Source: an optimization exercise on an open RTL-to-GDS flow (aim: small area and a short achievable clock period). Production flows keep margins and buffers that such runs may drop. Function was checked by simulation only, so behaviour that the tests miss may differ from the original. No driver is modelled on the clock port, so clocking that relies on it looks cheaper here than on a real chip. Power and IR drop assume default switching activity.

[design/flow/flow/run.sh]
#!/bin/bash
set -euo pipefail
export BUFFER_PORTS_ARGS="-buffer_cell sky130_fd_sc_hd__buf_1"
export CTS_ARGS="-sink_clustering_enable -repair_clock_nets -dont_use_dummy_load"
bash standard.sh synth floorplan place cts > log_make_to_cts.txt 2>&1

R=orfs/results/${FLOW_PLATFORM}/booth_recoded_multiplier/base
mkdir -p skew
cp $R/4_cts.odb skew/4_cts_noskew.odb
export SKEW_SDC=$R/4_cts.sdc
export SKEW_LIB=$FLOW_HOME/platforms/${FLOW_PLATFORM}/lib/sky130_fd_sc_hd__tt_025C_1v80.lib
export SKEW_RC=$FLOW_HOME/platforms/${FLOW_PLATFORM}/setRC.tcl
chains=(
  "clkdlybuf4s50_1 clkbuf_16"
  "clkdlybuf4s50_1 clkdlybuf4s25_1 clkbuf_16"
  "clkdlybuf4s50_1 clkdlybuf4s50_1 clkbuf_16"
  "clkdlybuf4s50_1 clkdlybuf4s50_1 clkbuf_1 clkbuf_16"
  "clkdlybuf4s50_1 clkdlybuf4s50_1 clkbuf_2 clkbuf_16"
  "clkdlybuf4s50_1 clkdlybuf4s50_1 clkbuf_1 clkbuf_1 clkbuf_16"
  "clkdlybuf4s50_1 clkdlybuf4s50_1 clkbuf_2 clkbuf_2 clkbuf_16"
  "clkdlybuf4s50_1 clkdlybuf4s50_1 clkbuf_2 clkbuf_2 clkbuf_2 clkbuf_16"
  "clkdlybuf4s50_1 clkdlybuf4s50_1 clkdlybuf4s15_1 clkbuf_16"
  "clkdlybuf4s50_1 clkdlybuf4s50_1 clkdlybuf4s25_1 clkbuf_16"
  "clkdlybuf4s50_1 clkdlybuf4s50_1 clkdlybuf4s50_1 clkbuf_16"
)
# bases: the placed design as CTS left it, and after setup repair towards tighter targets
cp skew/4_cts_noskew.odb skew/base_0.odb
for m in 3.8; do
  ( REPAIR_IN=skew/4_cts_noskew.odb REPAIR_OUT=skew/base_$m.odb REPAIR_MARGIN=$m \
      openroad -no_splash -exit flow/repair.tcl > skew/repair_$m.log 2>&1 || true ) &
done
wait
n=0
for base in 0 3.8; do
  [ -f skew/base_$base.odb ] || continue
  for up in 0 1; do
   for split in 0 3; do
    for ch in "${chains[@]}"; do
      ( SKEW_IN=skew/base_$base.odb SKEW_HOLDFIX=0.05 SKEW_UPAB=$up SKEW_SPLIT=$split SKEW_SPLITCELL=clkbuf_8 SKEW_THR=1.4 SKEW_CHAIN="$ch" \
          SKEW_OUT=skew/try_$n.odb openroad -no_splash -exit flow/skew_apply.tcl > skew/try_$n.log 2>&1 || true ) &
      n=$((n + 1))
      while [ "$(jobs -rp | wc -l)" -ge "${NUM_CORES:-4}" ]; do sleep 0.5; done
    done
   done
  done
done
wait
best=$(grep -H SKEW_RESULT skew/try_*.log | sed -E 's/^skew\/try_([0-9]+)\.log:.*setup_after=([^ ]+) hold_after=([^ ]+) clkslew=([^ ]+) area=([^ ]+) sr2r=([^ ]+) sout=([^ ]+).*/\1 \2 \3 \4 \5 \6 \7/' \
  | awk -v p=$FLOW_PERIOD_NS '$4 < 0.100 { s = $2*1e9; r = $6 - 0.12; if (r < s) s = r; if ($7 < s) s = $7;
        printf "%s %.2f %.4f\n", $1, (p - s) * $5, $3*1e9 }' \
  | sort -k2,2g | awk 'NR==1{top=$2} $2<=top*1.002' | sort -k3,3gr | head -1 | cut -d' ' -f1)
grep -h SKEW_RESULT skew/try_*.log > skew/results.txt || true
if [ -n "$best" ] && [ -f skew/try_$best.odb ]; then
  echo "chosen: try_$best $(grep SKEW_RESULT skew/try_$best.log)" >> skew/results.txt
  cp skew/try_$best.odb $R/4_cts.odb
fi
rm -f skew/try_*.odb skew/base_*.odb
bash standard.sh route finish > log_make_route_finish.txt 2>&1
[design/flow/flow/repair.tcl]
read_db $::env(REPAIR_IN)
read_liberty $::env(SKEW_LIB)
read_sdc $::env(SKEW_SDC)
source $::env(SKEW_RC)
estimate_parasitics -placement
repair_timing -setup -setup_margin $::env(REPAIR_MARGIN) -verbose
detailed_placement
check_placement
estimate_parasitics -placement
puts "REPAIR_RESULT margin=$::env(REPAIR_MARGIN) setup=[sta::worst_slack_cmd max]"
write_db $::env(REPAIR_OUT)
[design/flow/flow/skew_apply.tcl]
read_db $::env(SKEW_IN)
read_liberty $::env(SKEW_LIB)
read_sdc $::env(SKEW_SDC)
source $::env(SKEW_RC)
estimate_parasitics -placement

# optionally the operand flip-flops (fanout 12 each) get the next drive strength
if {[info exists ::env(SKEW_UPAB)] && $::env(SKEW_UPAB)} {
  foreach pin [get_pins -hierarchical {A*/CLK B*/CLK}] {
    set inst [$pin instance]
    set cell [get_name [$inst liberty_cell]]
    if {[regsub {_1$} $cell {_2} up]} {
      replace_cell $inst [get_lib_cells */$up]
    }
  }
  estimate_parasitics -placement
}
set s0 [sta::worst_slack_cmd max]
set block [ord::get_db_block]
set dbu [[ord::get_db_tech] getDbUnitsPerMicron]

set moved {}
set moved_sta {}
foreach pin [get_pins -hierarchical prod*/D] {
  if {[get_property $pin slack_max] < $s0 * 1e9 + $::env(SKEW_THR)} {
    lappend moved [sta::sta_to_db_inst [$pin instance]]
    lappend moved_sta [$pin instance]
  }
}

# the clock root buffer (driven by the clk port) and its output net
set clknet [[$block findBTerm clk] getNet]
set rootinst ""
foreach it [$clknet getITerms] { if {[$it isInputSignal]} { set rootinst [$it getInst] } }
set rootnet ""
foreach it [$rootinst getITerms] { if {[$it isOutputSignal]} { set rootnet [[$it getNet] getName] } }
puts "SKEW: root [$rootinst getName] net $rootnet"

# centroid of the moved flip-flops
set x 0; set y 0
foreach i $moved {
  set bb [$i getBBox]
  set x [expr {$x + ([$bb xMin] + [$bb xMax]) / 2.0}]
  set y [expr {$y + ([$bb yMin] + [$bb yMax]) / 2.0}]
}
set n [llength $moved]
set cx [expr {$x / $n / $dbu}]; set cy [expr {$y / $n / $dbu}]

# move their clock pins onto the root net, then build the chain backwards from them
set oldnets {}
set rootdb [$block findNet $rootnet]
foreach i $moved {
  set it [$i findITerm CLK]
  lappend oldnets [[$it getNet] getName]
  $it disconnect
  $it connect $rootdb
}
# optionally the other flip-flops hang directly on the root net (no leaf buffers)
if {[info exists ::env(SKEW_FLAT)] && $::env(SKEW_FLAT)} {
  foreach inst [$block getInsts] {
    set it [$inst findITerm CLK]
    if {$it eq "NULL" || [lsearch -exact $moved $inst] >= 0} continue
    if {[[$inst getMaster] isSequential] == 0} continue
    set net [$it getNet]
    if {[$net getName] eq $rootnet} continue
    lappend oldnets [$net getName]
    $it disconnect
    $it connect $rootdb
  }
  if {[info exists ::env(SKEW_ROOTCELL)] && $::env(SKEW_ROOTCELL) ne ""} {
    replace_cell [get_cells [$rootinst getName]] [get_lib_cells */sky130_fd_sc_hd__$::env(SKEW_ROOTCELL)]
  }
}
estimate_parasitics -placement
set loads {}
foreach i $moved_sta { lappend loads [$i find_pin CLK] }
set k 0
foreach cell [lreverse $::env(SKEW_CHAIN)] {
  set name "skew_buf_$k"
  set b [insert_buffer -buffer_cell sky130_fd_sc_hd__$cell -net $rootnet -load_pins $loads \
      -location [list $cx $cy] -buffer_name $name -net_name "skew_net_$k"]
  puts "SKEW: inserted $b [get_full_name $b]"
  set loads [get_pins [get_full_name $b]/A]
  lappend chain_insts [get_full_name $b]
  incr k
}
foreach b $chain_insts {
  set dbi [$block findInst $b]
  $dbi setPlacementStatus PLACED
  foreach it [$dbi getITerms] { if {[$it isOutputSignal]} { [$it getNet] setSigType CLOCK } }
}

# optionally the other flip-flops leave the clock tree and get their clock from the port
# through SKEW_SPLIT buffers (clkbuf_8, one per group of nearby flip-flops); the
# original root buffer is then only the head of the delay chain
if {[info exists ::env(SKEW_SPLIT)] && $::env(SKEW_SPLIT) > 0} {
  set rest {}
  foreach inst [$block getInsts] {
    set it [$inst findITerm CLK]
    if {$it eq "NULL" || [lsearch -exact $moved $inst] >= 0} continue
    if {[[$inst getMaster] isSequential] == 0} continue
    set bb [$inst getBBox]
    lappend rest [list $inst [expr {([$bb xMin] + [$bb xMax]) / 2.0}] [expr {([$bb yMin] + [$bb yMax]) / 2.0}]]
  }
  set rest [lsort -real -index 1 $rest]
  set ng $::env(SKEW_SPLIT)
  set per [expr {int(ceil([llength $rest] / double($ng)))}]
  set clkname [$clknet getName]
  for {set g 0} {$g < $ng} {incr g} {
    set grp [lrange $rest [expr {$g * $per}] [expr {($g + 1) * $per - 1}]]
    if {[llength $grp] == 0} continue
    set gx 0; set gy 0
    foreach e $grp {
      set inst [lindex $e 0]
      set it [$inst findITerm CLK]
      lappend oldnets [[$it getNet] getName]
      $it disconnect
      $it connect $clknet
      set gx [expr {$gx + [lindex $e 1]}]; set gy [expr {$gy + [lindex $e 2]}]
    }
    set gx [expr {$gx / [llength $grp] / $dbu}]; set gy [expr {$gy / [llength $grp] / $dbu}]
    estimate_parasitics -placement
    set gl {}
    foreach e $grp { lappend gl [get_pins -of_objects [get_cells [[lindex $e 0] getName]] -filter "name==CLK"] }
    set b [insert_buffer -buffer_cell sky130_fd_sc_hd__$::env(SKEW_SPLITCELL) -net $clkname -load_pins $gl \
        -location [list $gx $gy] -buffer_name "clksplit_$g" -net_name "clksplit_net_$g"]
    set dbi [$block findInst [get_full_name $b]]
    $dbi setPlacementStatus PLACED
    foreach it [$dbi getITerms] { if {[$it isOutputSignal]} { [$it getNet] setSigType CLOCK } }
    puts "SKEW: split group $g: [llength $grp] flip-flops on [get_full_name $b]"
  }
}

# leaf buffers left without a load go
foreach nn [lsort -unique $oldnets] {
  set dbn [$block findNet $nn]
  if {$dbn eq "NULL"} continue
  set nload 0
  foreach it [$dbn getITerms] { if {[$it isInputSignal]} { incr nload } }
  if {$nload == 0} {
    foreach it [$dbn getITerms] {
      if {[$it isOutputSignal]} {
        set inst [$it getInst]
        puts "SKEW: removing unloaded clock buffer [$inst getName]"
        odb::dbInst_destroy $inst
      }
    }
    odb::dbNet_destroy $dbn
  }
}

# with the split, the old root buffer only feeds the delay chain: the chain then starts
# at the port and the root buffer goes
if {[info exists ::env(SKEW_SPLIT)] && $::env(SKEW_SPLIT) > 0} {
  set rdb [$block findNet $rootnet]
  set loads_left {}
  foreach it [$rdb getITerms] { if {[$it isInputSignal]} { lappend loads_left $it } }
  foreach it $loads_left { $it disconnect; $it connect $clknet }
  puts "SKEW: root buffer [$rootinst getName] removed; chain starts at the port"
  odb::dbInst_destroy $rootinst
  odb::dbNet_destroy $rdb
}
detailed_placement
check_placement
estimate_parasitics -placement
# hold repair here, where it may not eat into the setup slack the skew has won
if {[info exists ::env(SKEW_HOLDFIX)] && $::env(SKEW_HOLDFIX)} {
  set sm [expr {[sta::worst_slack_cmd max] * 1e9 - 0.02}]
  repair_timing -hold -setup_margin $sm -hold_margin $::env(SKEW_HOLDFIX)
  detailed_placement
  estimate_parasitics -placement
}
set s1 [sta::worst_slack_cmd max]
set h1 [sta::worst_slack_cmd min]
set sr2r 1e9
foreach p [get_pins -hierarchical prod*/D] { set v [get_property $p slack_max]; if {$v < $sr2r} { set sr2r $v } }
set sout 1e9
foreach p [get_ports prod*] { set v [get_property $p slack_max]; if {$v < $sout} { set sout $v } }
set area 0.0
foreach inst [$block getInsts] {
  set m [$inst getMaster]
  set area [expr {$area + [$m getWidth] * [$m getHeight] / double($dbu * $dbu)}]
}
# largest clock-pin slew over all flip-flops, and a rough area for the hold fixes to come
# (one ~10 um2 delay buffer per 0.35 ns of negative hold slack at each endpoint)
set maxslew 0.0
set holdfix 0
foreach pin [get_pins -hierarchical */CLK] {
  set sl [get_property $pin slew_max]
  if {$sl > $maxslew} { set maxslew $sl }
}
foreach pin [get_pins -hierarchical */D] {
  set hs [get_property $pin slack_min]
  if {$hs < 0} { incr holdfix [expr {int(ceil(-$hs / 0.35))}] }
}
set area [expr {$area + 10.0 * $holdfix}]
if {[info exists ::env(SKEW_DUMP)] && $::env(SKEW_DUMP)} {
  foreach p [get_pins -hierarchical prod*/D] {
    set f [get_full_name [$p instance]]
    regexp {prod\[([0-9]+)\]} $f -> bit
    set q [get_ports "prod\[$bit\]"]
    puts [format "DUMP %-24s setup %.3f hold %.3f out %.3f" $f [get_property $p slack_max] [get_property $p slack_min] [get_property $q slack_max]]
  }
}
puts "SKEW_RESULT in=[file tail $::env(SKEW_IN)] split=[expr {[info exists ::env(SKEW_SPLIT)] ? $::env(SKEW_SPLIT) : 0}] upab=[expr {[info exists ::env(SKEW_UPAB)] ? $::env(SKEW_UPAB) : 0}] flat=[expr {[info exists ::env(SKEW_FLAT)] ? $::env(SKEW_FLAT) : 0}] thr=$::env(SKEW_THR) chain={$::env(SKEW_CHAIN)} moved=$n setup_before=$s0 setup_after=$s1 hold_after=$h1 clkslew=$maxslew area=$area sr2r=$sr2r sout=$sout"
report_clock_latency
if {[info exists ::env(SKEW_OUT)] && $::env(SKEW_OUT) ne ""} {
  write_db $::env(SKEW_OUT)
}
[design/flow/standard.sh]
#!/bin/bash
# synth_recipe.tcl (not shown) runs the flow's synth.tcl, then flattens the netlist and writes it again
# the make line also repeats each setting of config.mk as NAME=value (left out here)
make -C /OpenROAD-flow-scripts/flow DESIGN_CONFIG=/design/flow/config.mk WORK_HOME=/design/flow/orfs CLKGATE_MAP_FILE= SYNTH_SCRIPT=/design/flow/synth_recipe.tcl "${@:-finish}"
[design/flow/config.mk]
export PLATFORM = sky130hd
export DESIGN_NAME = booth_recoded_multiplier
export DESIGN_NICKNAME = booth_recoded_multiplier
export VERILOG_FILES = /design/flow/design.v
export SDC_FILE = /design/flow/constraint.sdc
export NUM_CORES = 4
export LEC_CHECK = 0
export CAP_MARGIN = 20
export CORE_MARGIN = 2
export CORE_UTILIZATION = 75
export HOLD_SLACK_MARGIN = 0.05
export SLEW_MARGIN = 20
export SYNTH_HIERARCHICAL = 1
export SYNTH_MINIMUM_KEEP_SIZE = 0
[design/flow/constraint.sdc]
create_clock -name core_clock -period 8.5 [get_ports {clk}]
set_input_delay 1.7000 -clock core_clock [delete_from_list [all_inputs] [get_ports {clk}]]
set_output_delay 1.7000 -clock core_clock [all_outputs]
set_load 0.01 [all_outputs]
[design/flow/design.v]
module booth_recoded_multiplier(clk, reset, multiplicand, multiplier, prod);
  input clk, reset;
  input [11:0] multiplicand, multiplier;
  output reg [23:0] prod;
  reg [11:0] A, B;
  wire [23:0] X, Y, P;
  wire p1;
  wire p2;
  wire p3;
  wire p4;
  wire p5;
  wire p6;
  wire p7;
  wire p8;
  wire p9;
  wire p10;
  wire p11;
  wire p12;
  wire p13;
  wire p14;
  wire p15;
  wire p16;
  wire p17;
  wire p18;
  wire p19;
  wire p20;
  wire p21;
  wire p22;
  wire p23;
  wire p24;
  wire p25;
  wire p26;
  wire p27;
  wire p28;
  wire p29;
  wire p30;
  wire p31;
  wire p32;
  wire p33;
  wire p34;
  wire p35;
  wire p36;
  wire p37;
  wire p38;
  wire p39;
  wire p40;
  wire p41;
  wire p42;
  wire p43;
  wire p44;
  wire p45;
  wire p46;
  wire p47;
  wire p48;
  wire p49;
  wire p50;
  wire p51;
  wire p52;
  wire p53;
  wire p54;
  wire p55;
  wire p56;
  wire p57;
  wire p58;
  wire p59;
  wire p60;
  wire p61;
  wire p62;
  wire p63;
  wire p64;
  wire p65;
  wire p66;
  wire p67;
  wire p68;
  wire p69;
  wire p70;
  wire p71;
  wire p72;
  wire p73;
  wire p74;
  wire p75;
  wire p76;
  wire p77;
  wire p78;
  wire p79;
  wire p80;
  wire p81;
  wire p82;
  wire p83;
  wire p84;
  wire p85;
  wire p86;
  wire p87;
  wire p88;
  wire p89;
  wire p90;
  wire p91;
  wire p92;
  wire p93;
  wire p94;
  wire p95;
  wire p96;
  wire p97;
  wire p98;
  wire p99;
  wire p100;
  wire p101;
  wire p102;
  wire p103;
  wire p104;
  wire p105;
  wire p106;
  wire p107;
  wire p108;
  wire p109;
  wire p110;
  wire p111;
  wire p112;
  wire p113;
  wire p114;
  wire p115;
  wire p116;
  wire p117;
  wire p118;
  wire p119;
  wire p120;
  wire p121;
  wire p122;
  wire p123;
  wire p124;
  wire p125;
  wire p126;
  wire p127;
  wire p128;
  wire p129;
  wire p130;
  wire p131;
  wire p132;
  wire p133;
  wire p134;
  wire p135;
  wire p136;
  wire p137;
  wire p138;
  wire p139;
  wire p140;
  wire p141;
  wire p142;
  wire p143;
  wire p144;
  wire hs145;
  wire hc146;
  wire fs147;
  wire fc148;
  wire hs149;
  wire hc150;
  wire fs151;
  wire fc152;
  wire fs153;
  wire fc154;
  wire hs155;
  wire hc156;
  wire fs157;
  wire fc158;
  wire fs159;
  wire fc160;
  wire fs161;
  wire fc162;
  wire hs163;
  wire hc164;
  wire fs165;
  wire fc166;
  wire fs167;
  wire fc168;
  wire fs169;
  wire fc170;
  wire fs171;
  wire fc172;
  wire hs173;
  wire hc174;
  wire fs175;
  wire fc176;
  wire fs177;
  wire fc178;
  wire fs179;
  wire fc180;
  wire fs181;
  wire fc182;
  wire fs183;
  wire fc184;
  wire fs185;
  wire fc186;
  wire fs187;
  wire fc188;
  wire fs189;
  wire fc190;
  wire fs191;
  wire fc192;
  wire fs193;
  wire fc194;
  wire hs195;
  wire hc196;
  wire fs197;
  wire fc198;
  wire fs199;
  wire fc200;
  wire fs201;
  wire fc202;
  wire fs203;
  wire fc204;
  wire fs205;
  wire fc206;
  wire fs207;
  wire fc208;
  wire hs209;
  wire hc210;
  wire fs211;
  wire fc212;
  wire fs213;
  wire fc214;
  wire fs215;
  wire fc216;
  wire fs217;
  wire fc218;
  wire fs219;
  wire fc220;
  wire fs221;
  wire fc222;
  wire fs223;
  wire fc224;
  wire hs225;
  wire hc226;
  wire fs227;
  wire fc228;
  wire fs229;
  wire fc230;
  wire fs231;
  wire fc232;
  wire fs233;
  wire fc234;
  wire fs235;
  wire fc236;
  wire fs237;
  wire fc238;
  wire fs239;
  wire fc240;
  wire fs241;
  wire fc242;
  wire hs243;
  wire hc244;
  wire fs245;
  wire fc246;
  wire fs247;
  wire fc248;
  wire fs249;
  wire fc250;
  wire fs251;
  wire fc252;
  wire fs253;
  wire fc254;
  wire fs255;
  wire fc256;
  wire fs257;
  wire fc258;
  wire fs259;
  wire fc260;
  wire fs261;
  wire fc262;
  wire hs263;
  wire hc264;
  wire ks265;
  wire kc266;
  wire fs267;
  wire fc268;
  wire fs269;
  wire fc270;
  wire fs271;
  wire fc272;
  wire fs273;
  wire fc274;
  wire fs275;
  wire fc276;
  wire fs277;
  wire fc278;
  wire fs279;
  wire fc280;
  wire fs281;
  wire fc282;
  wire fs283;
  wire fc284;
  wire fs285;
  wire fc286;
  wire fs287;
  wire fc288;
  wire fs289;
  wire fc290;
  wire fs291;
  wire fc292;
  wire fs293;
  wire fc294;
  wire fs295;
  wire fc296;
  wire fs297;
  wire fc298;
  wire fs299;
  wire fc300;
  wire fs301;
  wire fc302;
  wire fs303;
  wire fc304;
  wire fs305;
  wire fc306;
  wire fs307;
  wire fc308;
  wire fs309;
  wire fc310;
  wire fs311;
  wire fc312;
  wire fs313;
  wire fc314;
  wire fs315;
  wire fc316;
  wire fs317;
  wire fc318;
  wire fs319;
  wire fc320;
  wire fs321;
  wire fc322;
  wire fs323;
  wire fc324;
  wire fs325;
  wire fc326;
  wire fs327;
  wire fc328;
  wire fs329;
  wire fc330;
  wire fs331;
  wire fc332;
  wire fs333;
  wire fc334;
  wire fs335;
  wire fc336;
  wire fs337;
  wire fc338;
  wire fs339;
  wire fc340;
  wire fs341;
  wire fc342;
  wire fs343;
  wire fc344;
  wire fs345;
  wire fc346;
  wire fs347;
  wire fc348;
  wire fs349;
  wire fc350;
  wire fs351;
  wire fc352;
  wire fs353;
  wire fc354;
  wire fs355;
  wire fc356;
  wire fs357;
  wire fc358;
  wire fs359;
  wire fc360;
  wire fs361;
  wire fc362;
  wire fs363;
  wire fc364;
  wire fs365;
  wire fc366;
  wire fs367;
  wire fc368;
  wire fs369;
  wire fc370;
  wire fs371;
  wire fc372;
  wire fs373;
  wire fc374;
  assign p1 = ~(A[0] & B[0]);
  assign p2 = ~(A[0] & B[1]);
  assign p3 = ~(A[0] & B[2]);
  assign p4 = ~(A[0] & B[3]);
  assign p5 = ~(A[0] & B[4]);
  assign p6 = ~(A[0] & B[5]);
  assign p7 = ~(A[0] & B[6]);
  assign p8 = ~(A[0] & B[7]);
  assign p9 = ~(A[0] & B[8]);
  assign p10 = ~(A[0] & B[9]);
  assign p11 = ~(A[0] & B[10]);
  assign p12 = (A[0] & B[11]);
  assign p13 = ~(A[1] & B[0]);
  assign p14 = ~(A[1] & B[1]);
  assign p15 = ~(A[1] & B[2]);
  assign p16 = ~(A[1] & B[3]);
  assign p17 = ~(A[1] & B[4]);
  assign p18 = ~(A[1] & B[5]);
  assign p19 = ~(A[1] & B[6]);
  assign p20 = ~(A[1] & B[7]);
  assign p21 = ~(A[1] & B[8]);
  assign p22 = ~(A[1] & B[9]);
  assign p23 = ~(A[1] & B[10]);
  assign p24 = (A[1] & B[11]);
  assign p25 = ~(A[2] & B[0]);
  assign p26 = ~(A[2] & B[1]);
  assign p27 = ~(A[2] & B[2]);
  assign p28 = ~(A[2] & B[3]);
  assign p29 = ~(A[2] & B[4]);
  assign p30 = ~(A[2] & B[5]);
  assign p31 = ~(A[2] & B[6]);
  assign p32 = ~(A[2] & B[7]);
  assign p33 = ~(A[2] & B[8]);
  assign p34 = ~(A[2] & B[9]);
  assign p35 = ~(A[2] & B[10]);
  assign p36 = (A[2] & B[11]);
  assign p37 = ~(A[3] & B[0]);
  assign p38 = ~(A[3] & B[1]);
  assign p39 = ~(A[3] & B[2]);
  assign p40 = ~(A[3] & B[3]);
  assign p41 = ~(A[3] & B[4]);
  assign p42 = ~(A[3] & B[5]);
  assign p43 = ~(A[3] & B[6]);
  assign p44 = ~(A[3] & B[7]);
  assign p45 = ~(A[3] & B[8]);
  assign p46 = ~(A[3] & B[9]);
  assign p47 = ~(A[3] & B[10]);
  assign p48 = (A[3] & B[11]);
  assign p49 = ~(A[4] & B[0]);
  assign p50 = ~(A[4] & B[1]);
  assign p51 = ~(A[4] & B[2]);
  assign p52 = ~(A[4] & B[3]);
  assign p53 = ~(A[4] & B[4]);
  assign p54 = ~(A[4] & B[5]);
  assign p55 = ~(A[4] & B[6]);
  assign p56 = ~(A[4] & B[7]);
  assign p57 = ~(A[4] & B[8]);
  assign p58 = ~(A[4] & B[9]);
  assign p59 = ~(A[4] & B[10]);
  assign p60 = (A[4] & B[11]);
  assign p61 = ~(A[5] & B[0]);
  assign p62 = ~(A[5] & B[1]);
  assign p63 = ~(A[5] & B[2]);
  assign p64 = ~(A[5] & B[3]);
  assign p65 = ~(A[5] & B[4]);
  assign p66 = ~(A[5] & B[5]);
  assign p67 = ~(A[5] & B[6]);
  assign p68 = ~(A[5] & B[7]);
  assign p69 = ~(A[5] & B[8]);
  assign p70 = ~(A[5] & B[9]);
  assign p71 = ~(A[5] & B[10]);
  assign p72 = (A[5] & B[11]);
  assign p73 = ~(A[6] & B[0]);
  assign p74 = ~(A[6] & B[1]);
  assign p75 = ~(A[6] & B[2]);
  assign p76 = ~(A[6] & B[3]);
  assign p77 = ~(A[6] & B[4]);
  assign p78 = ~(A[6] & B[5]);
  assign p79 = ~(A[6] & B[6]);
  assign p80 = ~(A[6] & B[7]);
  assign p81 = ~(A[6] & B[8]);
  assign p82 = ~(A[6] & B[9]);
  assign p83 = ~(A[6] & B[10]);
  assign p84 = (A[6] & B[11]);
  assign p85 = ~(A[7] & B[0]);
  assign p86 = ~(A[7] & B[1]);
  assign p87 = ~(A[7] & B[2]);
  assign p88 = ~(A[7] & B[3]);
  assign p89 = ~(A[7] & B[4]);
  assign p90 = ~(A[7] & B[5]);
  assign p91 = ~(A[7] & B[6]);
  assign p92 = ~(A[7] & B[7]);
  assign p93 = ~(A[7] & B[8]);
  assign p94 = ~(A[7] & B[9]);
  assign p95 = ~(A[7] & B[10]);
  assign p96 = (A[7] & B[11]);
  assign p97 = ~(A[8] & B[0]);
  assign p98 = ~(A[8] & B[1]);
  assign p99 = ~(A[8] & B[2]);
  assign p100 = ~(A[8] & B[3]);
  assign p101 = ~(A[8] & B[4]);
  assign p102 = ~(A[8] & B[5]);
  assign p103 = ~(A[8] & B[6]);
  assign p104 = ~(A[8] & B[7]);
  assign p105 = ~(A[8] & B[8]);
  assign p106 = ~(A[8] & B[9]);
  assign p107 = ~(A[8] & B[10]);
  assign p108 = (A[8] & B[11]);
  assign p109 = ~(A[9] & B[0]);
  assign p110 = ~(A[9] & B[1]);
  assign p111 = ~(A[9] & B[2]);
  assign p112 = ~(A[9] & B[3]);
  assign p113 = ~(A[9] & B[4]);
  assign p114 = ~(A[9] & B[5]);
  assign p115 = ~(A[9] & B[6]);
  assign p116 = ~(A[9] & B[7]);
  assign p117 = ~(A[9] & B[8]);
  assign p118 = ~(A[9] & B[9]);
  assign p119 = ~(A[9] & B[10]);
  assign p120 = (A[9] & B[11]);
  assign p121 = ~(A[10] & B[0]);
  assign p122 = ~(A[10] & B[1]);
  assign p123 = ~(A[10] & B[2]);
  assign p124 = ~(A[10] & B[3]);
  assign p125 = ~(A[10] & B[4]);
  assign p126 = ~(A[10] & B[5]);
  assign p127 = ~(A[10] & B[6]);
  assign p128 = ~(A[10] & B[7]);
  assign p129 = ~(A[10] & B[8]);
  assign p130 = ~(A[10] & B[9]);
  assign p131 = ~(A[10] & B[10]);
  assign p132 = (A[10] & B[11]);
  assign p133 = (A[11] & B[0]);
  assign p134 = (A[11] & B[1]);
  assign p135 = (A[11] & B[2]);
  assign p136 = (A[11] & B[3]);
  assign p137 = (A[11] & B[4]);
  assign p138 = (A[11] & B[5]);
  assign p139 = (A[11] & B[6]);
  assign p140 = (A[11] & B[7]);
  assign p141 = (A[11] & B[8]);
  assign p142 = (A[11] & B[9]);
  assign p143 = (A[11] & B[10]);
  assign p144 = ~(A[11] & B[11]);
  assign hs145 = ~(p2 ^ p13);
  assign hc146 = p2 | p13;
  fa ufs147 (.a(p3), .b(p14), .ci(p25), .s(fs147), .co(fc148));
  assign hs149 = ~(hc146 ^ fs147);
  assign hc150 = hc146 | fs147;
  fa ufs151 (.a(p4), .b(p15), .ci(p26), .s(fs151), .co(fc152));
  fa ufs153 (.a(p37), .b(fc148), .ci(fs151), .s(fs153), .co(fc154));
  assign hs155 = ~(hc150 ^ fs153);
  assign hc156 = hc150 | fs153;
  fa ufs157 (.a(p5), .b(p16), .ci(p27), .s(fs157), .co(fc158));
  fa ufs159 (.a(p38), .b(p49), .ci(fc152), .s(fs159), .co(fc160));
  fa ufs161 (.a(fs157), .b(fc154), .ci(fs159), .s(fs161), .co(fc162));
  assign hs163 = ~(hc156 ^ fs161);
  assign hc164 = hc156 | fs161;
  fa ufs165 (.a(p6), .b(p17), .ci(p28), .s(fs165), .co(fc166));
  fa ufs167 (.a(p39), .b(p50), .ci(p61), .s(fs167), .co(fc168));
  fa ufs169 (.a(fc158), .b(fs165), .ci(fs167), .s(fs169), .co(fc170));
  fa ufs171 (.a(fc160), .b(fs169), .ci(fc162), .s(fs171), .co(fc172));
  assign hs173 = ~(hc164 ^ fs171);
  assign hc174 = hc164 | fs171;
  fa ufs175 (.a(p7), .b(p18), .ci(p29), .s(fs175), .co(fc176));
  fa ufs177 (.a(p40), .b(p51), .ci(p62), .s(fs177), .co(fc178));
  fa ufs179 (.a(p73), .b(fc166), .ci(fc168), .s(fs179), .co(fc180));
  fa ufs181 (.a(fs175), .b(fs177), .ci(fc170), .s(fs181), .co(fc182));
  fa ufs183 (.a(fs179), .b(fs181), .ci(fc172), .s(fs183), .co(fc184));
  fa ufs185 (.a(p8), .b(p19), .ci(p30), .s(fs185), .co(fc186));
  fa ufs187 (.a(p41), .b(p52), .ci(p63), .s(fs187), .co(fc188));
  fa ufs189 (.a(p74), .b(p85), .ci(fc176), .s(fs189), .co(fc190));
  fa ufs191 (.a(fc178), .b(fs185), .ci(fs187), .s(fs191), .co(fc192));
  fa ufs193 (.a(fc180), .b(fs189), .ci(fs191), .s(fs193), .co(fc194));
  assign hs195 = ~(fc182 ^ fs193);
  assign hc196 = fc182 | fs193;
  fa ufs197 (.a(p9), .b(p20), .ci(p31), .s(fs197), .co(fc198));
  fa ufs199 (.a(p42), .b(p53), .ci(p64), .s(fs199), .co(fc200));
  fa ufs201 (.a(p75), .b(p86), .ci(p97), .s(fs201), .co(fc202));
  fa ufs203 (.a(fc186), .b(fc188), .ci(fs197), .s(fs203), .co(fc204));
  fa ufs205 (.a(fs199), .b(fs201), .ci(fc190), .s(fs205), .co(fc206));
  fa ufs207 (.a(fc192), .b(fs203), .ci(fs205), .s(fs207), .co(fc208));
  assign hs209 = ~(fc194 ^ hc196);
  assign hc210 = fc194 | hc196;
  fa ufs211 (.a(p10), .b(p21), .ci(p32), .s(fs211), .co(fc212));
  fa ufs213 (.a(p43), .b(p54), .ci(p65), .s(fs213), .co(fc214));
  fa ufs215 (.a(p76), .b(p87), .ci(p98), .s(fs215), .co(fc216));
  fa ufs217 (.a(p109), .b(fc198), .ci(fc200), .s(fs217), .co(fc218));
  fa ufs219 (.a(fc202), .b(fs211), .ci(fs213), .s(fs219), .co(fc220));
  fa ufs221 (.a(fs215), .b(fc204), .ci(fs217), .s(fs221), .co(fc222));
  fa ufs223 (.a(fs219), .b(fc206), .ci(fs221), .s(fs223), .co(fc224));
  assign hs225 = ~(fc208 ^ fs223);
  assign hc226 = fc208 | fs223;
  fa ufs227 (.a(p11), .b(p22), .ci(p33), .s(fs227), .co(fc228));
  fa ufs229 (.a(p44), .b(p55), .ci(p66), .s(fs229), .co(fc230));
  fa ufs231 (.a(p77), .b(p88), .ci(p99), .s(fs231), .co(fc232));
  fa ufs233 (.a(p110), .b(p121), .ci(fc212), .s(fs233), .co(fc234));
  fa ufs235 (.a(fc214), .b(fc216), .ci(fs227), .s(fs235), .co(fc236));
  fa ufs237 (.a(fs229), .b(fs231), .ci(fc218), .s(fs237), .co(fc238));
  fa ufs239 (.a(fc220), .b(fs233), .ci(fs235), .s(fs239), .co(fc240));
  fa ufs241 (.a(fs237), .b(fc222), .ci(fs239), .s(fs241), .co(fc242));
  assign hs243 = ~(fc224 ^ fs241);
  assign hc244 = fc224 | fs241;
  fa ufs245 (.a(p12), .b(p23), .ci(p34), .s(fs245), .co(fc246));
  fa ufs247 (.a(p45), .b(p56), .ci(p67), .s(fs247), .co(fc248));
  fa ufs249 (.a(p78), .b(p89), .ci(p100), .s(fs249), .co(fc250));
  fa ufs251 (.a(p111), .b(p122), .ci(p133), .s(fs251), .co(fc252));
  fa ufs253 (.a(fc228), .b(fc230), .ci(fc232), .s(fs253), .co(fc254));
  fa ufs255 (.a(fs245), .b(fs247), .ci(fs249), .s(fs255), .co(fc256));
  fa ufs257 (.a(fs251), .b(fc234), .ci(fc236), .s(fs257), .co(fc258));
  fa ufs259 (.a(fs253), .b(fs255), .ci(fc238), .s(fs259), .co(fc260));
  fa ufs261 (.a(fs257), .b(fc240), .ci(fs259), .s(fs261), .co(fc262));
  assign hs263 = ~(fc242 ^ hc244);
  assign hc264 = fc242 | hc244;
  ha uks265 (.a(p24), .b(p35), .s(ks265), .c(kc266));
  fa ufs267 (.a(p46), .b(p57), .ci(p68), .s(fs267), .co(fc268));
  fa ufs269 (.a(p79), .b(p90), .ci(p101), .s(fs269), .co(fc270));
  fa ufs271 (.a(p112), .b(p123), .ci(p134), .s(fs271), .co(fc272));
  fa ufs273 (.a(ks265), .b(fc246), .ci(fc248), .s(fs273), .co(fc274));
  fa ufs275 (.a(fc250), .b(fc252), .ci(fs267), .s(fs275), .co(fc276));
  fa ufs277 (.a(fs269), .b(fs271), .ci(fc254), .s(fs277), .co(fc278));
  fa ufs279 (.a(fc256), .b(fs273), .ci(fs275), .s(fs279), .co(fc280));
  fa ufs281 (.a(fc258), .b(fs277), .ci(fs279), .s(fs281), .co(fc282));
  fa ufs283 (.a(fc260), .b(fs281), .ci(fc262), .s(fs283), .co(fc284));
  fa ufs285 (.a(p36), .b(p47), .ci(p58), .s(fs285), .co(fc286));
  fa ufs287 (.a(p69), .b(p80), .ci(p91), .s(fs287), .co(fc288));
  fa ufs289 (.a(p102), .b(p113), .ci(p124), .s(fs289), .co(fc290));
  fa ufs291 (.a(p135), .b(kc266), .ci(fc268), .s(fs291), .co(fc292));
  fa ufs293 (.a(fc270), .b(fc272), .ci(fs285), .s(fs293), .co(fc294));
  fa ufs295 (.a(fs287), .b(fs289), .ci(fc274), .s(fs295), .co(fc296));
  fa ufs297 (.a(fc276), .b(fs291), .ci(fs293), .s(fs297), .co(fc298));
  fa ufs299 (.a(fc278), .b(fs295), .ci(fc280), .s(fs299), .co(fc300));
  fa ufs301 (.a(fs297), .b(fc282), .ci(fs299), .s(fs301), .co(fc302));
  fa ufs303 (.a(p48), .b(p59), .ci(p70), .s(fs303), .co(fc304));
  fa ufs305 (.a(p81), .b(p92), .ci(p103), .s(fs305), .co(fc306));
  fa ufs307 (.a(p114), .b(p125), .ci(p136), .s(fs307), .co(fc308));
  fa ufs309 (.a(fc286), .b(fc288), .ci(fc290), .s(fs309), .co(fc310));
  fa ufs311 (.a(fs303), .b(fs305), .ci(fs307), .s(fs311), .co(fc312));
  fa ufs313 (.a(fc292), .b(fc294), .ci(fs309), .s(fs313), .co(fc314));
  fa ufs315 (.a(fs311), .b(fc296), .ci(fc298), .s(fs315), .co(fc316));
  fa ufs317 (.a(fs313), .b(fc300), .ci(fs315), .s(fs317), .co(fc318));
  fa ufs319 (.a(p60), .b(p71), .ci(p82), .s(fs319), .co(fc320));
  fa ufs321 (.a(p93), .b(p104), .ci(p115), .s(fs321), .co(fc322));
  fa ufs323 (.a(p126), .b(p137), .ci(fc304), .s(fs323), .co(fc324));
  fa ufs325 (.a(fc306), .b(fc308), .ci(fs319), .s(fs325), .co(fc326));
  fa ufs327 (.a(fs321), .b(fc310), .ci(fc312), .s(fs327), .co(fc328));
  fa ufs329 (.a(fs323), .b(fs325), .ci(fc314), .s(fs329), .co(fc330));
  fa ufs331 (.a(fs327), .b(fc316), .ci(fs329), .s(fs331), .co(fc332));
  fa ufs333 (.a(p72), .b(p83), .ci(p94), .s(fs333), .co(fc334));
  fa ufs335 (.a(p105), .b(p116), .ci(p127), .s(fs335), .co(fc336));
  fa ufs337 (.a(p138), .b(fc320), .ci(fc322), .s(fs337), .co(fc338));
  fa ufs339 (.a(fs333), .b(fs335), .ci(fc324), .s(fs339), .co(fc340));
  fa ufs341 (.a(fc326), .b(fs337), .ci(fc328), .s(fs341), .co(fc342));
  fa ufs343 (.a(fs339), .b(fc330), .ci(fs341), .s(fs343), .co(fc344));
  fa ufs345 (.a(p84), .b(p95), .ci(p106), .s(fs345), .co(fc346));
  fa ufs347 (.a(p117), .b(p128), .ci(p139), .s(fs347), .co(fc348));
  fa ufs349 (.a(fc334), .b(fc336), .ci(fs345), .s(fs349), .co(fc350));
  fa ufs351 (.a(fs347), .b(fc338), .ci(fs349), .s(fs351), .co(fc352));
  fa ufs353 (.a(fc340), .b(fs351), .ci(fc342), .s(fs353), .co(fc354));
  fa ufs355 (.a(p96), .b(p107), .ci(p118), .s(fs355), .co(fc356));
  fa ufs357 (.a(p129), .b(p140), .ci(fc346), .s(fs357), .co(fc358));
  fa ufs359 (.a(fc348), .b(fs355), .ci(fc350), .s(fs359), .co(fc360));
  fa ufs361 (.a(fs357), .b(fs359), .ci(fc352), .s(fs361), .co(fc362));
  fa ufs363 (.a(p108), .b(p119), .ci(p130), .s(fs363), .co(fc364));
  fa ufs365 (.a(p141), .b(fc356), .ci(fs363), .s(fs365), .co(fc366));
  fa ufs367 (.a(fc358), .b(fs365), .ci(fc360), .s(fs367), .co(fc368));
  fa ufs369 (.a(p120), .b(p131), .ci(p142), .s(fs369), .co(fc370));
  fa ufs371 (.a(fc364), .b(fs369), .ci(fc366), .s(fs371), .co(fc372));
  fa ufs373 (.a(p132), .b(p143), .ci(fc370), .s(fs373), .co(fc374));
  assign X = {1'b1, p144, fc372, fc368, fc362, fc354, fc344, fc332, fc318, fc302, fc284, hc264, fs261, hc226, hc210, fs207, fc184, hc174, hs173, hs163, hs155, hs149, hs145, p1};
  assign Y = {1'b1, fc374, fs373, fs371, fs367, fs361, fs353, fs343, fs331, fs317, fs301, fs283, hs263, hs243, hs225, hs209, hs195, fs183, 1'b1, 1'b1, 1'b1, 1'b1, 1'b1, 1'b1};
  assign P = (~(X + Y + 24'd1)) ^ 24'h800000;
  always @(posedge clk or posedge reset)
    if (reset) begin A <= 12'd0; prod <= 24'd0; end
    else begin A <= multiplicand; prod <= P; end
  always @(posedge clk)
    B <= multiplier;
endmodule
module fa(input a, input b, input ci, output s, output co);
  assign s = a ^ b ^ ci;
  assign co = (a & b) | (ci & (a ^ b));
endmodule
module ha(input a, input b, output s, output c);
  assign s = a ^ b;
  assign c = a & b;
endmodule
==> summary.txt, run 1 <==
* Global placement routability congestion at between 0.8 and 0.9
* Setup CP Type: flip-flop to flip-flop
* Final antenna-violating net count at 0
* Initial core utilization at 0.780
* DRC errors left at 0
* Number of max-slew violations in the final report at 0
* Number of antenna violations at the first check in global routing at 0
* Detail Placement HPWL at approximately 8200 um
* Std-Cell Rows at 29
* Via count at approximately 3700
* Largest net degree at the start of global routing at 37
* Clock-pin slew on the worst setup and hold paths at 90 ps
* Crit path arrival time at ~4700 ps
* Total length of routed wires at 11300 um
* Post-synth ARST share at 0.750
* CP Max Fanout at 12
* Hold Slack at a little under 80 ps
* Routed wire length per instance at 19.4 um
* Layout fillers at 362
* Horiz. Die Dim at 85.5 um
* Diodes inserted at 0
* Number of buffers inserted to repair setup after CTS at 0
* Count of input and output buffers at a little under 50
* Height of the die at 85.5 um
* Final global-route overflow total at 0
* CP Capture Type: flip-flop
* Placeable core region at 0.00639 sq mm
* Startpoint class of the critical path: flip-flop
* Max clock buf depth at 2
* Signed area change from the synthesized netlist to the final layout at 8.19%
* Wire length of the first global-routing pass at 18700 um
* Highest Clock Rate at 282 MHz
* Count of yosys warnings during synthesis at 7
* Sequential cell area fraction in the yosys report at 0.229
* Detailed Route Iter0 Violations at approximately 420
* Vias in the first global route at 3978
* Total GRT Usage at 0.372
* Initial DRT Pass Iterations at 8
* Static leakage at 2.19 nW
* Count of placed standard cells including taps at 569
* Class of the worst hold path: flip-flop to flip-flop
* Synth Net Count at 625
* Count of different cell masters after synthesis at 35
* Total of cells resized after clock tree synthesis at 0
* Clk Latency, worst-skew pair at 1300 ps
* Peak ir drop on the vdd network at 0.000540 V
* Via density per instance at 6.35
* RSZ-0062 raised after global routing: false
* Run status: finished clean
* Count of endpoints failing hold in the final timing report at 0
* Clk_skew at 1170 ps
* Pwr dens at 432 mW/mm^2
* Period Utilization, post-route at 0.417
* Actual slew at the worst max-slew pin at about 490 ps
* Worst endpoint required time at ~9700 ps
* Number of enable flip-flop cells after synthesis at 0
* Headroom to the max-slew limit at 0.673
* Sum Neg Setup Slack at 0 ps
* Area of the mapped netlist at ~0.0050 sq mm
* Die ar. at 0.00731 sq mm
* Number of CTS-inserted buffers at 5
* Num Clock Sinks at 48
* Worst setup timing slack at the placement stage at 3670 ps
* Prevailing post-synth register cell: sky130_fd_sc_hd__dfrtp_1
* Number of max-cap violations at 0
* Count of state elements after synthesis at 48
* # IOs at 50
* Clk root buf: sky130_fd_sc_hd__clkbuf_8
* Avg Cell Area, Syn at approximately 11 sq um
* # nets final at 668
* CTS H-tree lvls at 2
* Crit path setup slack, layout at 4960 ps
* Cells after synthesis at 466
* Setup violation total in the final timing report at 0
* Clock tree from TritonCTS: built
* Min Clock Period, post-route at around 3500 ps
* End-of-flow core utilization at 0.844
* Share of final-layout standard cells stronger than drive strength 1 at 0.0828
* Non-filler cells in the finished layout at 584
* CTS Hold Bufs at 0
cell type report:
cell class / count / area [sq um] / share of cell area
Sequential cell: 48 / 1170 / 0.217
Multi-Input combinational cell: 370 / 3670 / 0.681
Inverter: 24 / 90.1 / 0.0167
Tap cell: 77 / 96.3 / 0.0179
Timing Repair Buffer: 58 / 269 / 0.0499
Clock buffer: 7 / 90.1 / 0.0167
cells by family (layout without fill, tap and decap cells):
family	count (synthesis)	count (layout)	synth area share
and+or+nand+nor	177	177	0.153
AOI/OAI and AO/OA	46	46	0.0648
adders and majority gates	133	133	0.492
DFF	48	48	0.229
xor gates and xnor gates	14	14	0.0246
buffers and inverters	48	89	0.0362
path summary, 6_finish.rpt:
check	from	to	slack, ps	depth (start not counted)
setup / recovery	A[3]$_DFF_PP0_	prod[21]$_DFF_PP0_	4960	14
hold / removal	B[8]$_DFF_P_	prod[18]$_DFF_PP0_	80	5
setup reg to reg	A[3]$_DFF_PP0_	prod[21]$_DFF_PP0_	4960	14
hold reg to reg	B[8]$_DFF_P_	prod[18]$_DFF_PP0_	80	5
max in group asynchronous	reset	A[3]$_DFF_PP0_	6470	3
min in group asynchronous	reset	prod[9]$_DFF_PP0_	480	3
critical path, cell delays in order (launching register included):
cell                       delay (ps)
sky130_fd_sc_hd__dfrtp_2          520
sky130_fd_sc_hd__nand2_1          120
sky130_fd_sc_hd__fa_1             460
sky130_fd_sc_hd__fa_1             400
sky130_fd_sc_hd__fa_1             400
sky130_fd_sc_hd__fa_1             470
sky130_fd_sc_hd__fa_1             410
sky130_fd_sc_hd__fa_1             570
sky130_fd_sc_hd__ha_4             240
sky130_fd_sc_hd__a21o_1           160
sky130_fd_sc_hd__a21oi_1          200
sky130_fd_sc_hd__nand3b_1         130
sky130_fd_sc_hd__o21ai_2          260
sky130_fd_sc_hd__or3_1            150
sky130_fd_sc_hd__nand4_1           90
layer usage:
layer | part of all wire | vias up | track usage
met5 | 0 | - | 0
met4 | 0.063 | 0 | 0.177
met3 | 0.096 | 80 | 0.0664
met2 | 0.49 | 274 | 0.619
met1 | 0.35 | 1824 | 0.482
li1 | - | 1532 | -
sequential cells by signal, indices dropped and copies added (netlist names):
register / flops
B: 12
prod: 24
A: 12
Yosys stat by module, one instance, submodules excluded:
module | times used | cell area [sq um]
ha | 1 | 12.5
fa | 104 | 20.0
booth_recoded_multiplier | 1 | 2890
cell usage after synthesis, drive strengths merged (9+ instances only):
cell	count	area share
xor2	9	0.016
fa	105	0.42
clkbuf	24	0.018
dfxtp	12	0.048
and2	25	0.031
a21oi	18	0.023
nand2	129	0.097
dfrtp	36	0.18
o21ai	10	0.011
ha	28	0.070
inv	24	0.018
nor2	9	0.0068
where the power goes:
part | internal (W) | switching [W] | total, W
sequential | 0.000317 | 0.0000369 | 0.000354
clock | 0.0000709 | 0.0000731 | 0.000144
combinational | 0.000788 | 0.00104 | 0.00183
cells in the final DEF, fill, tap and decap left out, types with 3 or more instances in the layout:
cell type and n:
sky130_fd_sc_hd__nand2_1 129, sky130_fd_sc_hd__fa_1 105, sky130_fd_sc_hd__buf_1 49, sky130_fd_sc_hd__ha_1 27
sky130_fd_sc_hd__and2_1 25, sky130_fd_sc_hd__inv_1 24, sky130_fd_sc_hd__dfrtp_1 24, sky130_fd_sc_hd__dfrtp_2 12
sky130_fd_sc_hd__dfxtp_2 12, sky130_fd_sc_hd__a21oi_1 12, sky130_fd_sc_hd__nor2_1 9, sky130_fd_sc_hd__xor2_1 9
sky130_fd_sc_hd__o21ai_0 7, sky130_fd_sc_hd__dlygate4sd3_1 7, sky130_fd_sc_hd__a21o_1 6, sky130_fd_sc_hd__a21oi_2 6
sky130_fd_sc_hd__xnor2_1 5, sky130_fd_sc_hd__nand2b_1 4, sky130_fd_sc_hd__o21a_1 3, sky130_fd_sc_hd__clkbuf_8 3
stage by stage:
| step | power, W | cell area (sq um) |
|---|---|---|
| 3_5_place_dp | 0.00210 | 5180 |
| 6_report | 0.00233 | 5390 |
| 3_3_place_gp | 0.00203 | 5180 |
| 5_1_grt | 0.00254 | 5390 |
| 4_1_cts | 0.00224 | 5250 |
| 2_1_floorplan | 0.00173 | 4980 |
==> run 2, diff against run 1 <==
--- a/design/flow/config.mk
+++ b/design/flow/config.mk
@@ -8,5 +8,5 @@
 export CAP_MARGIN = 20
 export CORE_MARGIN = 2
-export CORE_UTILIZATION = 75
+export CORE_UTILIZATION = 65
 export HOLD_SLACK_MARGIN = 0.05
 export SLEW_MARGIN = 20
==> run 2 against run 1 <==
Compared with the run above: critical path depth fell by 13; wire length rose by 1.8%; sequential cell count did not move; clock power rose by 5%; power fell by 2.5%; synthesized cell count did not move; largest power group unchanged; highest routed layer unchanged.
==> summary.txt, run 2 <==
* Num Clock Sinks at 48
* Setup CP Type: flip-flop to primary output
* Total of cells resized after clock tree synthesis at 0
* Biggest regs: prod: 24 flops, A: 12 flops, B: 12 flops
* Count of state elements after synthesis at 48
* Buffers plus inverters on the worst setup path at 1
* Via density per instance at about 6
* Maximum cell stage delay along the critical path at 390 ps
* DRC errors left at 0
* Most frequent cells in the layout: 129 x sky130_fd_sc_hd__nand2_1, 105 x sky130_fd_sc_hd__fa_1, 49 x sky130_fd_sc_hd__buf_1
* Prevailing post-synth register cell: sky130_fd_sc_hd__dfrtp_1
* Final global-route overflow total at 0
* Worst endpoint required time at 6800 ps
* Number of max-slew violations in the final report at 0
* Clk root buf: sky130_fd_sc_hd__clkbuf_8
* Class of the worst hold path: flip-flop to flip-flop
* Clock tree from TritonCTS: built
* Diodes inserted at 0
* Post-synth ARST share at 0.750
* Global placement routability congestion at approximately 0.87
* Horiz. Die Dim at about 90 um
* Count of input and output buffers at between 40 and 50
* Wire length of the first global-routing pass at approximately 19000 um
* Setup violation total in the final timing report at 0
* Number of antenna violations at the first check in global routing at 0
* Hold path cells at 5
* Number of enable flip-flop cells after synthesis at 0
* Crit path arrival time at 1850 ps
* Count of endpoints failing hold in the final timing report at 0
* Share of final-layout standard cells stronger than drive strength 1 at 0.0877
* Avg Cell Area, Syn at 10.7 sq um
* Top post-synthesis cells by count: 129 x sky130_fd_sc_hd__nand2_1, 105 x sky130_fd_sc_hd__fa_1, 36 x sky130_fd_sc_hd__dfrtp_1, 28 x sky130_fd_sc_hd__ha_1, 25 x sky130_fd_sc_hd__and2_1
* Clk Latency, worst-skew pair at 1320 ps
* Detailed Route Iter0 Violations at roughly 330
* Hold Slack at slightly below 100 ps
* Max clock buf depth at 2
* Number of flip-flops under the largest register name at 24
* Largest net degree at the start of global routing at 37
* Peak ir drop on the vdd network at 0.000400 V
* Initial DRT Pass Iterations at 6
* Sequential cell area fraction in the yosys report at 0.229
* Startpoint class of the critical path: flip-flop
* End-of-flow core utilization at 0.744
* Clock-pin slew on the worst setup and hold paths at 90 ps
* # nets final at between 600 and 700
* Synth Net Count at 625
* Signed area change from the synthesized netlist to the final layout at 9.50%
* Headroom to the max-slew limit at 0.668
* Area fraction of the dominant cell type after synthesis at 0.422
* Biggest area contributors in the synthesized netlist: sky130_fd_sc_hd__fa_1 42%, sky130_fd_sc_hd__dfrtp_1 18%, sky130_fd_sc_hd__nand2_1 9.7%
* Number of buffers inserted to repair setup after CTS at 0
* Count of different cell masters after synthesis at 35
* Highest Clock Rate at 282 MHz
* Run status: finished clean
* Sum Neg Setup Slack at 0 ps
* Library cell with the highest instance count after synthesis: sky130_fd_sc_hd__nand2_1
* Count of yosys warnings during synthesis at 7
* Cells after synthesis at 466
* Via count at 3670
* Initial core utilization at 0.679
* Cell type with the largest total area after synthesis: sky130_fd_sc_hd__fa_1
* Cell class contributing the biggest share of worst-path delay: flip-flops
* CP Max Fanout at 1
* Actual slew at the worst max-slew pin at about 500 ps
* Die ar. at around 0.0084 sq mm
* Std-Cell Rows at 31
* Number of cells traversed by the worst register-to-register path at 13
* CTS H-tree lvls at 2
* CTS Hold Bufs at 0
* Static leakage at around 2.2 nW
* Placeable core region at 0.00733 sq mm
* Final antenna-violating net count at 0
* Total GRT Usage at 0.323
* CP Capture Type: primary output
* Leading cell type in the layout, fill and taps excluded: sky130_fd_sc_hd__nand2_1
* Final Total Pwr at 0.00227 W
* Period Utilization, post-route at 0.418
* RSZ-0062 raised after global routing: false
* Critical Path Stages at 1
* Area of the mapped netlist at 0.00498 sq mm
* Number of CTS-inserted buffers at 5
* Vias in the first global route at 3898
* Slowest CP cell: sky130_fd_sc_hd__dfrtp_1
* Pwr dens at 416 mW/mm^2
* Number of max-cap violations at 0
* Min Clock Period, post-route at 3550 ps
* Cell chain of the critical path: buf_1
* Total length of routed wires at 11500 um
* Clk_skew at 1200 ps
* # IOs at 50
* Detail Placement HPWL at 8440 um
* Height of the die at 91.5 um
* Register with the most flip-flops: prod
* Routed wire length per instance at 18.8 um
run 2: cell types whose count changed in the layout (fill, tap and decap cells not counted):
| cell | change |
|---|---|
| sky130_fd_sc_hd__dfrtp_2 | -2 |
| sky130_fd_sc_hd__clkbuf_1 | -1 |
| sky130_fd_sc_hd__ha_4 | -1 |
| sky130_fd_sc_hd__dfxtp_1 | +1 |
| sky130_fd_sc_hd__dfxtp_4 | +4 |
| sky130_fd_sc_hd__ha_1 | +1 |
| sky130_fd_sc_hd__clkbuf_2 | +2 |
| sky130_fd_sc_hd__dfxtp_2 | -5 |
| sky130_fd_sc_hd__dfrtp_1 | +2 |
| sky130_fd_sc_hd__buf_4 | +5 |
run 2: per-layer routing:
| metal | up-vias | global-route usage | wire (um) |
|---|---|---|---|
| li1 | 1540 | - | - |
| met1 | 1851 | 0.409 | 4210 |
| met2 | 226 | 0.553 | 5980 |
| met3 | 53 | 0.0631 | 936 |
| met4 | 0 | 0.121 | 388 |
| met5 | - | 0 | 0 |
run 2: per-module statistics from Yosys (local to each module, per instance):
module | area (sq um) | flops+latches | copies in the design | cells inside
booth_recoded_multiplier | 2890 | 48 | 1 | 361
fa | 20.0 | 0 | 104 | 1
ha | 12.5 | 0 | 1 | 1
run 2: worst paths after layout:
| path | startpoint | end | slack [ps] |
|---|---|---|---|
| setup / recovery | prod[20]$_DFF_PP0_ | prod[20] | 4950 |
| hold reg to reg | B[10]$_DFF_P_ | prod[20]$_DFF_PP0_ | 100 |
| max in group asynchronous | reset | A[4]$_DFF_PP0_ | 6470 |
| hold / removal | B[10]$_DFF_P_ | prod[20]$_DFF_PP0_ | 100 |
| min in group asynchronous | reset | prod[9]$_DFF_PP0_ | 460 |
| setup reg to reg | A[8]$_DFF_PP0_ | prod[19]$_DFF_PP0_ | 4980 |
run 2: stage by stage:
step,setup slack (ps),area (sq um),instances
floorplan,3990,4980,466
global placement,3640,5210,591
detailed placement,3590,5210,591
CTS,3550,5280,596
global route,4790,5450,612
finish,4950,5450,612
run 2: kinds of logic after synthesis:
| kind of cell | share of synthesized area |
|---|---|
| AOI/OAI and AO/OA | 0.0648 |
| buffers and inverters | 0.0362 |
| and+or+nand+nor | 0.153 |
| adders and majority gates | 0.492 |
| xor gates and xnor gates | 0.0246 |
| DFF | 0.229 |
run 2: layout make-up:
class	count	area, sq um
Tap cell	99	124
Inverter	24	90.1
Sequential cell	48	1180
Multi-Input combinational cell	370	3660
Timing Repair Buffer	63	307
Fill cell	517	1880
Clock buffer	8	96.3
run 2: power by group:
part           total (W)  switching (W)  internal [W]
Clock           0.000151      0.0000753     0.0000756
Sequential      0.000354      0.0000382      0.000316
Combinational    0.00176        0.00101      0.000752
==> run 3, diff against run 2 <==
--- a/design/flow/config.mk
+++ b/design/flow/config.mk
@@ -8,5 +8,5 @@
 export CAP_MARGIN = 20
 export CORE_MARGIN = 2
-export CORE_UTILIZATION = 65
+export CORE_UTILIZATION = 70
 export HOLD_SLACK_MARGIN = 0.05
 export SLEW_MARGIN = 20
==> run 3 against run 2 <==
Compared with the run above: via count down 2.0%; first-iteration DRC count is 12% lower; die area down 6.8%; critical path depth up 14; maximum frequency about the same; largest power group unchanged.
==> summary.txt, run 3 <==
* Via density per instance at between 5 and 6
* Initial DRT Pass Iterations at 5
* Number of enable flip-flop cells after synthesis at 0
* Total GRT Usage at 0.350
* Sum Neg Setup Slack at 0 ps
* Worst setup timing slack at the placement stage at between 3000 and 4000 ps
* Hold path cells at 5
* Routed wire length per instance at 18.5 um
* Pwr dens at 418 mW/mm^2
* CP Max Fanout at 12
* Maximum cell stage delay along the critical path at 500 ps
* FF-to-FF End: prod[20]$_DFF_PP0_
* Final global-route overflow total at 0
* Biggest regs: prod: 24 flops, A: 12 flops, B: 12 flops
* Avg Cell Area, Syn at 10.7 sq um
* Number of max-cap violations at 0
* Setup violation total in the final timing report at 0
* Clk Latency, worst-skew pair at approximately 1300 ps
* Hold Slack at 79.3 ps
* Cells after synthesis at ~470
* Crit path arrival time at roughly 4800 ps
* Area fraction of the dominant cell type after synthesis at 0.422
* Clock tree from TritonCTS: built
* Num Clock Sinks at 48
* Library cell with the highest instance count after synthesis: sky130_fd_sc_hd__nand2_1
* Detail Placement HPWL at 8040 um
* Crit path setup slack, layout at 4950 ps
* Std-Cell Rows at 30
* Slowest CP cell: sky130_fd_sc_hd__dfxtp_2
* Static leakage at 2.20 nW
* Count of different cell masters after synthesis at 35
* Number of CTS-inserted buffers at 5
* Layout fillers at 470
* Setup CP Type: flip-flop to flip-flop
* Synth Net Count at between 600 and 700
* Cell repeated most along the worst path: sky130_fd_sc_hd__fa_1
* Prevailing post-synth register cell: sky130_fd_sc_hd__dfrtp_1
* Number of cells traversed by the worst register-to-register path at 15
* Count of input and output buffers at 49
* Crit Reg-Reg Startpoint: B[3]$_DFF_P_
* Sequential cell area fraction in the yosys report at 0.229
* Actual slew at the worst max-slew pin at between 500 and 600 ps
* Register area at 0.00117 sq mm
* Largest net degree at the start of global routing at 37
* Number of flip-flops under the largest register name at 24
* Leading cell type in the layout, fill and taps excluded: sky130_fd_sc_hd__nand2_1
* Count of yosys warnings during synthesis at 7
* Max clock buf depth at 2
* Highest Clock Rate at 282 MHz
* CTS H-tree lvls at 2
* Peak ir drop on the vdd network at about 0.00036 V
* Total length of routed wires at between 10000 and 15000 um
* Hold path startpoint: B[9]$_DFF_P_
* Detailed Route Iter0 Violations at 291
* Number of antenna violations at the first check in global routing at 0
* Most frequent cells in the layout: 129 x sky130_fd_sc_hd__nand2_1, 105 x sky130_fd_sc_hd__fa_1, 49 x sky130_fd_sc_hd__buf_1
* Count of state elements after synthesis at 48
* # IOs at 50
* Final antenna-violating net count at 0
* Global placement routability congestion at 0.851
* Number of buffers inserted to repair setup after CTS at 0
* End of the worst hold path: prod[20]$_DFF_PP0_
* RSZ-0062 raised after global routing: false
* Cell type with the largest total area after synthesis: sky130_fd_sc_hd__fa_1
* Total area of multi-input combinational cells at 0.00366 sq mm
* Register with the most flip-flops: prod
* Count of endpoints failing hold in the final timing report at 0
* Wire length of the first global-routing pass at around 18000 um
* CTS Hold Bufs at 0
* Headroom to the max-slew limit at 0.647
* Share of final-layout standard cells stronger than drive strength 1 at 0.0789
* Number of max-slew violations in the final report at 0
* Biggest area contributors in the synthesized netlist: sky130_fd_sc_hd__fa_1 42%, sky130_fd_sc_hd__dfrtp_1 18%, sky130_fd_sc_hd__nand2_1 9.7%
* Flop2flop setup slack at 4950 ps
* # nets final at 668
* Min Clock Period, post-route at 3550 ps
* CP Capture Type: flip-flop
* Buffers plus inverters on the worst setup path at 1
* Area of the mapped netlist at 0.00498 sq mm
* Clk root buf: sky130_fd_sc_hd__clkbuf_8
* Initial core utilization at 0.729
* Placeable core region at 0.00683 sq mm
* Clock-pin slew on the worst setup and hold paths at roughly 80 ps
* Signed area change from the synthesized netlist to the final layout at 8.36%
* Horiz. Die Dim at 88.4 um
* Clk_skew at between 1000 and 1500 ps
* Vias in the first global route at 3941
* Period Utilization, post-route at 0.418
* Via count at roughly 3600
* Class of the worst hold path: flip-flop to flip-flop
* Run status: finished clean
* Height of the die at 88.4 um
* Total of cells resized after clock tree synthesis at 0
* Post-synth ARST share at 0.750
* Top post-synthesis cells by count: 129 x sky130_fd_sc_hd__nand2_1, 105 x sky130_fd_sc_hd__fa_1, 36 x sky130_fd_sc_hd__dfrtp_1, 28 x sky130_fd_sc_hd__ha_1, 25 x sky130_fd_sc_hd__and2_1
* Cell chain of the critical path: nand2_1 -> fa_1 -> fa_1 -> fa_1 -> fa_1 -> fa_1 -> inv_1 -> ha_1 -> fa_1 -> nand2b_1 -> a21oi_2 -> o211ai_1 -> o31ai_1 -> a21oi_1 -> xor2_1
* Worst endpoint required time at 9710 ps
* Startpoint class of the critical path: flip-flop
* Cell class contributing the biggest share of worst-path delay: adder cells
* Diodes inserted at 0
* Die ar. at approximately 0.008 sq mm
* DRC errors left at 0
==> run 3: cell counts after synthesis <==
Identical to the previous run, type by type.
==> run 3: cell type report <==
type	count	area share
Timing Repair Buffer	58	0.0489
Multi-Input combinational cell	370	0.678
Sequential cell	48	0.216
Inverter	24	0.0167
Clock buffer	7	0.0178
Tap cell	96	0.0223
==> run 3: cells by family after synthesis <==
logic type | synth area share
buffers and inverters | 0.0362
xor gates and xnor gates | 0.0246
DFF | 0.229
adders and majority gates | 0.492
AOI/OAI and AO/OA | 0.0648
and+or+nand+nor | 0.153
==> run 3: worst min-delay path, stage by stage (launching register included) <==
cell and delay, ps:
sky130_fd_sc_hd__dfxtp_2 410, sky130_fd_sc_hd__nand2_1 110, sky130_fd_sc_hd__fa_1 200, sky130_fd_sc_hd__fa_1 170, sky130_fd_sc_hd__ha_1 230, sky130_fd_sc_hd__xor2_1 90
==> run 3: through the flow <==
step                      utilization  cells  area [sq um]  power (W)
after floorplan                     -    466          4980    0.00173
after global placement          0.762    588          5200    0.00204
after detailed placement        0.762    588          5200    0.00209
after CTS                       0.772    593          5270    0.00222
after global routing            0.790    603          5400    0.00249
final                           0.790    603          5400    0.00226
==> run 3: worst max-delay path by stage <==
stage               depth (start not counted)  slack (ps)         start                 end
detailed placement                         15        3660  B[3]$_DFF_P_  prod[20]$_DFF_PP0_
floorplan                                  15        3990  B[8]$_DFF_P_  prod[19]$_DFF_PP0_
finish                                     15        4950  B[3]$_DFF_P_  prod[20]$_DFF_PP0_
global route                               14        4800  B[8]$_DFF_P_  prod[20]$_DFF_PP0_
CTS                                        15        3610  B[3]$_DFF_P_  prod[20]$_DFF_PP0_
global placement                           14        3680  B[5]$_DFF_P_  prod[21]$_DFF_PP0_
==> run 3: Yosys stat by module (local to each module, per instance) <==
| module | area [sq um] | cells | flip-flops and latches |
|---|---|---|---|
| booth_recoded_multiplier | 2890 | 361 | 48 |
| fa | 20.0 | 1 | 0 |
| ha | 12.5 | 1 | 0 |
==> run 3: routing by layer <==
metal	routed length [um]	track usage	up-vias	share of wire
met1	4160	0.449	1805	0.37
met2	5700	0.596	219	0.51
li1	-	-	1531	-
met4	393	0.136	0	0.035
met5	0	0	-	0
met3	916	0.0662	40	0.082
==> run 3: power breakdown <==
part	internal (W)	switching, W
Combinational	0.000749	0.00101
Sequential	0.000317	0.0000366
Clock	0.0000746	0.0000696
Total	0.00114	0.00112

==> separate check: timing with driven ports <==
The results above use ideal ports. As a check the final layouts listed here were re-extracted and re-timed, cells and wires unchanged. Step 1 assumes that a clkbuf_16 drives the clock port and a buf_2 every other input. Step 2, shift: input delay + t, output delay - t, t = (earliest + latest rising clock arrival at the registers) / 2. This alone moves slack from input paths to output paths. Slacks: ideal ports / drivers / drivers and shift; pairs: ideal ports / drivers.
run	t, ns	setup WS [ns]	worst setup path after step 2	clock arrival spread, ns	pins driven straight from the clock port
run 1	0.774	4.959 / 4.913 / 4.957	register to register	1.172 / 1.170	4
run 2	0.782	4.948 / 4.891 / 4.976	register to register	1.197 / 1.196	4
run 3	0.788	4.950 / 4.909 / 4.948	register to register	1.194 / 1.192	4
In every run listed the clock reaches the registers at very different times; t lies between them, and the last value is a rough guide only.
